From an optimization exercise on the open Yosys and OpenROAD flow, aimed at small area, a short achievable clock period and few clock cycles per item; shortcuts taken in it are not production practice.

==> violet: inputs <==
==> flow/design.v <==
module IOTDF (input clk, input rst, input in_en, input [7:0] iot_in, input [2:0] fn_sel,
              output busy, output valid, output [127:0] iot_out);
    function [3:0] s1;
        input [5:0] x;
        reg [63:0] t0, t1, t2, t3;
        begin
            t0 = 64'h917be9066f81b478;
            t1 = 64'h27e9d492609f1f29;
            t2 = 64'hb0c7871b497826bd;
            t3 = 64'h869d497a86e67619;
            s1 = {t3[x], t2[x], t1[x], t0[x]};
        end
    endfunction
    function [3:0] s2;
        input [5:0] x;
        reg [63:0] t0, t1, t2, t3;
        begin
            t0 = 64'hcd235ad2b865168f;
            t1 = 64'h746a8b7462949fc3;
            t2 = 64'h68f93c169346c3e9;
            t3 = 64'he196196e69c3a659;
            s2 = {t3[x], t2[x], t1[x], t0[x]};
        end
    endfunction
    function [3:0] s3;
        input [5:0] x;
        reg [63:0] t0, t1, t2, t3;
        begin
            t0 = 64'h4b8d9c63a965569a;
            t1 = 64'h76b9960c39c2b749;
            t2 = 64'hd96a863526f4794a;
            t3 = 64'h96692d696b9c90d3;
            s3 = {t3[x], t2[x], t1[x], t0[x]};
        end
    endfunction
    function [3:0] s4;
        input [5:0] x;
        reg [63:0] t0, t1, t2, t3;
        begin
            t0 = 64'h09b77c1ac34998e7;
            t1 = 64'hacd1168f692cce71;
            t2 = 64'hcb69718c74ca0e97;
            t3 = 64'h92c3e719ed90583e;
            s4 = {t3[x], t2[x], t1[x], t0[x]};
        end
    endfunction
    function [3:0] s5;
        input [5:0] x;
        reg [63:0] t0, t1, t2, t3;
        begin
            t0 = 64'ha4cd96d24b76b948;
            t1 = 64'hc70b39c692f05d2b;
            t2 = 64'h695b9ca191666b96;
            t3 = 64'h429dcd6a79e1348e;
            s5 = {t3[x], t2[x], t1[x], t0[x]};
        end
    endfunction
    function [3:0] s6;
        input [5:0] x;
        reg [63:0] t0, t1, t2, t3;
        begin
            t0 = 64'h95a36a597c3ca34c;
            t1 = 64'h52cbe13c6d9216da;
            t2 = 64'hc69938d615e69a69;
            t3 = 64'hb44ab695c9a4695b;
            s6 = {t3[x], t2[x], t1[x], t0[x]};
        end
    endfunction
    function [3:0] s7;
        input [5:0] x;
        reg [63:0] t0, t1, t2, t3;
        begin
            t0 = 64'h348e9679497969a6;
            t1 = 64'h6a95f41a9e4b81f4;
            t2 = 64'h869cd96699e643c3;
            t3 = 64'h92c761f82c96d966;
            s7 = {t3[x], t2[x], t1[x], t0[x]};
        end
    endfunction
    function [3:0] s8;
        input [5:0] x;
        reg [63:0] t0, t1, t2, t3;
        begin
            t0 = 64'h9f6281cd619c7c2b;
            t1 = 64'ha71658a7c8f13f0c;
            t2 = 64'h394e96b1596aa569;
            t3 = 64'hc17abd2438c716b9;
            s8 = {t3[x], t2[x], t1[x], t0[x]};
        end
    endfunction
    function [55:0] pc1;
        input [63:0] k;
        pc1 = {k[7], k[15], k[23], k[31], k[39], k[47], k[55], k[63], k[6], k[14], k[22], k[30], k[38], k[46], k[54], k[62], k[5], k[13], k[21], k[29], k[37], k[45], k[53], k[61], k[4], k[12], k[20], k[28], k[1], k[9], k[17], k[25], k[33], k[41], k[49], k[57], k[2], k[10], k[18], k[26], k[34], k[42], k[50], k[58], k[3], k[11], k[19], k[27], k[35], k[43], k[51], k[59], k[36], k[44], k[52], k[60]};
    endfunction
    function [63:0] ipc1;
        input [55:0] cd;
        input [7:0] p;
        ipc1 = {cd[48], cd[40], cd[32], cd[0], cd[4], cd[12], cd[20], p[7], cd[49], cd[41], cd[33], cd[1], cd[5], cd[13], cd[21], p[6], cd[50], cd[42], cd[34], cd[2], cd[6], cd[14], cd[22], p[5], cd[51], cd[43], cd[35], cd[3], cd[7], cd[15], cd[23], p[4], cd[52], cd[44], cd[36], cd[28], cd[8], cd[16], cd[24], p[3], cd[53], cd[45], cd[37], cd[29], cd[9], cd[17], cd[25], p[2], cd[54], cd[46], cd[38], cd[30], cd[10], cd[18], cd[26], p[1], cd[55], cd[47], cd[39], cd[31], cd[11], cd[19], cd[27], p[0]};
    endfunction
    function [47:0] pc2;
        input [55:0] x;
        pc2 = {x[42], x[39], x[45], x[32], x[55], x[51], x[53], x[28], x[41], x[50], x[35], x[46], x[33], x[37], x[44], x[52], x[30], x[48], x[40], x[49], x[29], x[36], x[43], x[54], x[15], x[4], x[25], x[19], x[9], x[1], x[26], x[16], x[5], x[11], x[23], x[8], x[12], x[7], x[17], x[0], x[22], x[3], x[10], x[14], x[6], x[20], x[27], x[24]};
    endfunction
    function [63:0] ip;
        input [63:0] p;
        ip = {p[6], p[14], p[22], p[30], p[38], p[46], p[54], p[62], p[4], p[12], p[20], p[28], p[36], p[44], p[52], p[60], p[2], p[10], p[18], p[26], p[34], p[42], p[50], p[58], p[0], p[8], p[16], p[24], p[32], p[40], p[48], p[56], p[7], p[15], p[23], p[31], p[39], p[47], p[55], p[63], p[5], p[13], p[21], p[29], p[37], p[45], p[53], p[61], p[3], p[11], p[19], p[27], p[35], p[43], p[51], p[59], p[1], p[9], p[17], p[25], p[33], p[41], p[49], p[57]};
    endfunction
    function [63:0] fp;
        input [63:0] x;
        fp = {x[24], x[56], x[16], x[48], x[8], x[40], x[0], x[32], x[25], x[57], x[17], x[49], x[9], x[41], x[1], x[33], x[26], x[58], x[18], x[50], x[10], x[42], x[2], x[34], x[27], x[59], x[19], x[51], x[11], x[43], x[3], x[35], x[28], x[60], x[20], x[52], x[12], x[44], x[4], x[36], x[29], x[61], x[21], x[53], x[13], x[45], x[5], x[37], x[30], x[62], x[22], x[54], x[14], x[46], x[6], x[38], x[31], x[63], x[23], x[55], x[15], x[47], x[7], x[39]};
    endfunction
    function [47:0] e;
        input [31:0] x;
        e = {x[0], x[31], x[30], x[29], x[28], x[27], x[28], x[27], x[26], x[25], x[24], x[23], x[24], x[23], x[22], x[21], x[20], x[19], x[20], x[19], x[18], x[17], x[16], x[15], x[16], x[15], x[14], x[13], x[12], x[11], x[12], x[11], x[10], x[9], x[8], x[7], x[8], x[7], x[6], x[5], x[4], x[3], x[4], x[3], x[2], x[1], x[0], x[31]};
    endfunction
    function [31:0] pp;
        input [31:0] x;
        pp = {x[16], x[25], x[12], x[11], x[3], x[20], x[4], x[15], x[31], x[17], x[9], x[6], x[27], x[14], x[1], x[22], x[30], x[24], x[8], x[18], x[0], x[5], x[29], x[23], x[13], x[19], x[2], x[26], x[10], x[21], x[28], x[7]};
    endfunction
    function [2:0] crc8;
        input [2:0] r;
        input [7:0] d;
        integer i;
        reg [2:0] c;
        reg fb;
        begin
            c = r;
            for (i = 7; i >= 0; i = i - 1) begin
                fb = c[2] ^ d[i];
                c = {c[1], c[0] ^ fb, fb};
            end
            crc8 = c;
        end
    endfunction
    function [7:0] g2b;
        input c;
        input [7:0] g;
        integer i;
        reg b;
        begin
            b = c;
            for (i = 7; i >= 0; i = i - 1) begin
                b = b ^ g[i];
                g2b[i] = b;
            end
        end
    endfunction
    reg         busy_r, valid_r;
    reg [3:0]   cnt;         
    reg         m_des, m_enc;    
    reg         plsb;        
    reg [127:0] O;           
    reg         act;         
    reg [3:0]   rc;          
    reg [31:0]  Lr;
    reg [47:0]  Xr;          
    reg [27:0]  Cr, Dr;
    reg [7:0]   P;           
    assign busy = busy_r;
    assign valid = valid_r;
    assign iot_out = O;
    wire [127:0] blk   = {O[119:0], iot_in};       
    wire         first = (cnt == 4'd0);
    wire         last  = in_en & (cnt == 4'd15);
    wire         load  = last & m_des;
    wire         copy  = act & (rc == 4'd0);
    wire [55:0]  cd0 = pc1(blk[127:64]);
    wire [47:0]  K   = pc2({Cr, Dr});
    wire [31:0]  so  = {s1(Xr[47:42]), s2(Xr[41:36]), s3(Xr[35:30]), s4(Xr[29:24]),
                        s5(Xr[23:18]), s6(Xr[17:12]), s7(Xr[11:6]), s8(Xr[5:0])};
    wire [31:0]  fo  = pp(so);
    wire [47:0]  XK  = Xr ^ K;
    wire [31:0]  Rc  = {XK[46:43], XK[40:37], XK[34:31], XK[28:25], XK[22:19], XK[16:13], XK[10:7], XK[4:1]};
    wire [31:0]  Rn  = Lr ^ fo;
    wire [63:0]  des_out = fp({Rn, Rc});
    wire [55:0]  cd_key  = m_enc ? {Cr, Dr} : {Cr[0], Cr[27:1], Dr[0], Dr[27:1]};
    wire [63:0]  key_out = ipc1(cd_key, P);
    reg  [55:0]  cd_n;
    wire [63:0]  ip_blk = ip(blk[63:0]);
    wire [31:0]  Lsrc = load ? ip_blk[31:0] : Lr;
    wire [47:0]  Z    = e(Lsrc) ^ pc2(cd_n);
    wire [47:0]  Xn   = Z ^ (e(fo) & {48{~load}});
    wire         amt1 = (rc == 4'd1) | (rc == 4'd8) | (rc == 4'd15);
    wire         f_crc = (fn_sel == 3'd3);
    wire         f_b2g = (fn_sel == 3'd4);
    wire         f_g2b = (fn_sel == 3'd5);
    wire         c_in = ~first & (f_g2b ? O[0] : plsb);
    wire [2:0]   crc_in = first ? 3'd0 : O[2:0];
    reg  [7:0]   byte_in;
    always @(*) begin
        if (f_crc)      byte_in = {5'd0, crc8(crc_in, iot_in)};
        else if (f_b2g) byte_in = iot_in ^ {c_in, iot_in[7:1]};
        else if (f_g2b) byte_in = g2b(c_in, iot_in);
        else            byte_in = iot_in;
    end
    always @(*) begin
        if (load)
            cd_n = m_enc ? {cd0[54:28], cd0[55], cd0[26:0], cd0[27]} : cd0;
        else if (m_enc)
            cd_n = amt1 ? {Cr[26:0], Cr[27], Dr[26:0], Dr[27]} : {Cr[25:0], Cr[27:26], Dr[25:0], Dr[27:26]};
        else
            cd_n = amt1 ? {Cr[0], Cr[27:1], Dr[0], Dr[27:1]} : {Cr[1:0], Cr[27:2], Dr[1:0], Dr[27:2]};
    end
    wire busy_n = ~(in_en & (cnt == 4'd14)) &
                  (load | (act & ~((rc == 4'd0) | (rc == 4'd15))));
    wire valid_n = (last & ~m_des) | copy;
    always @(posedge clk or posedge rst) begin
        if (rst) begin
            busy_r <= 1'b0; valid_r <= 1'b0;
            cnt <= 4'd0;
            act <= 1'b0;
        end else begin
            busy_r <= busy_n; valid_r <= valid_n;
            if (in_en) cnt <= cnt + 4'd1;
            if (load) act <= 1'b1;
            else if (copy) act <= 1'b0;
        end
    end
    always @(posedge clk) begin
        plsb <= iot_in[0];
        m_des <= (fn_sel == 3'd1) | (fn_sel == 3'd2);
        m_enc <= (fn_sel == 3'd1);
        rc <= load ? 4'd1 : rc + 4'd1;
        if (copy) O <= {key_out, des_out};
        else O <= {O[119:8], O[7:3], O[2:0] & {3{~f_crc}}, byte_in};
        Xr <= Xn;
        {Cr, Dr} <= cd_n;
        if (load) begin
            Lr <= ip_blk[63:32];
            P <= {blk[120], blk[112], blk[104], blk[96], blk[88], blk[80], blk[72], blk[64]};
        end else begin
            Lr <= Rc;
        end
    end
endmodule
==> flow/flow/run.sh <==
#!/bin/bash
# Standard ORFS layout (the standard.sh, standard synthesis), with the
# port buffers made of sky130_fd_sc_hd__buf_1 instead of the resizer's default pick.
set -uo pipefail
export BUFFER_PORTS_ARGS="-buffer_cell sky130_fd_sc_hd__buf_1"
bash standard.sh > standard_flow.log 2>&1
==> flow/standard.sh <==
#!/bin/bash
# synth_recipe.tcl (not shown) runs the flow's synth.tcl, then flattens the netlist and writes it again
# the make line also repeats each setting of config.mk as NAME=value (left out here)
make -C /OpenROAD-flow-scripts/flow DESIGN_CONFIG=/design/flow/config.mk WORK_HOME=/design/flow/orfs CLKGATE_MAP_FILE= SYNTH_SCRIPT=/design/flow/synth_recipe.tcl "${@:-finish}"
==> flow/config.mk <==
export PLATFORM = sky130hd
export DESIGN_NAME = IOTDF
export DESIGN_NICKNAME = IOTDF
export VERILOG_FILES = /design/flow/design.v
export SDC_FILE = /design/flow/constraint.sdc
export NUM_CORES = 4
export LEC_CHECK = 0
export ABC_CLOCK_PERIOD_IN_PS = 2300
export CAP_MARGIN = 20
export CORE_MARGIN = 2
export CORE_UTILIZATION = 40
export CTS_BUF_LIST = sky130_fd_sc_hd__clkbuf_8
export CTS_CLUSTER_DIAMETER = 60
export CTS_CLUSTER_SIZE = 14
export SETUP_SLACK_MARGIN = 2.2
export SLEW_MARGIN = 20
==> flow/constraint.sdc <==
create_clock -name core_clock -period 4.5 [get_ports {clk}]
set_input_delay 0.9000 -clock core_clock [delete_from_list [all_inputs] [get_ports {clk}]]
set_output_delay 0.9000 -clock core_clock [all_outputs]
set_load 0.01 [all_outputs]
==> tundra: changes against violet <==
==> flow/config.mk (replaced) <==
export PLATFORM = sky130hd
export DESIGN_NAME = IOTDF
export DESIGN_NICKNAME = IOTDF
export VERILOG_FILES = /design/flow/design.v
export SDC_FILE = /design/flow/constraint.sdc
export NUM_CORES = 4
export LEC_CHECK = 0
export ABC_CLOCK_PERIOD_IN_PS = 2600
export CAP_MARGIN = 20
export CORE_MARGIN = 2
export CORE_UTILIZATION = 40
export SETUP_SLACK_MARGIN = 1.9
export SLEW_MARGIN = 20
==> summary of the runs <==
Against tundra, the cell count of violet is higher by about 1.8%.
Of tundra and violet, tundra has the higher hold slack (gap 0.12 ns).
Between violet and tundra, the lower design area is in tundra (gap about 4%, measured against tundra).
In tundra the first-iteration DRC count is higher than in violet, by about 14%.
In die area, violet and tundra do not differ.
Against tundra, the worst setup slack of violet is better by 0.15 ns.
==> figures <==
Top metal layer carrying routed signals: tundra met5; violet met4
Maximum clock skew at final layout: tundra 0.01797 ns; violet 0.03535 ns
Start of the worst register-to-register path: tundra Xr[18]$_DFF_P_; violet Xr[31]$_DFF_P_
Antenna violations before repair: tundra 3; violet 0
Run status: tundra finished clean; violet finished clean
Buffers, non-clock: tundra 209; violet 271
Overall track demand over capacity in global routing: tundra 23.55%; violet 24.38%
Biggest cell delay along the critical path: tundra 0.53 ns; violet 0.46 ns
Final critical-path required period: tundra 2.602 ns; violet 2.456 ns
M3 GR Usage: tundra 4.623%; violet 3.904%
Met1 Wirelength: tundra 26320 µm; violet 26930 µm
Actual transition at the worst max-transition pin: tundra 0.8676 ns; violet 0.7823 ns
Violation count after the first detailed-routing iteration: tundra 1699; violet 1484
Function was not checked in any run of this note: the RTL went through the layout flow alone.

## static timing again, ports no longer ideal
No port has a modelled driver above. Below, the same layouts with a new extraction and two added sets of constraints.
Step 1: set_driving_cell puts a clkbuf_16 on clk and a buf_2 on each other input, an assumption about the parent block.
Step 2, shift: input delay + t, output delay - t, t = (earliest + latest rising clock arrival at the registers) / 2. This alone moves slack from input paths to output paths.
Three values: ideal ports, drivers, drivers and shift; two values: the first two.
| run | t, ns | slack for setup (ns) | latest minus earliest clock arrival (ns) |
|---|---|---|---|
| violet | 0.669 | 2.044 / 2.044 / 1.516 | 0.036 / 0.035 |
| tundra | 0.577 | 1.898 / 1.898 / 1.512 | 0.018 / 0.018 |
After both steps setup and hold are still met in every run listed. For violet, which loses most, drivers alone change the setup slack by 0.000 ns; drivers and shift together by -0.528 ns.
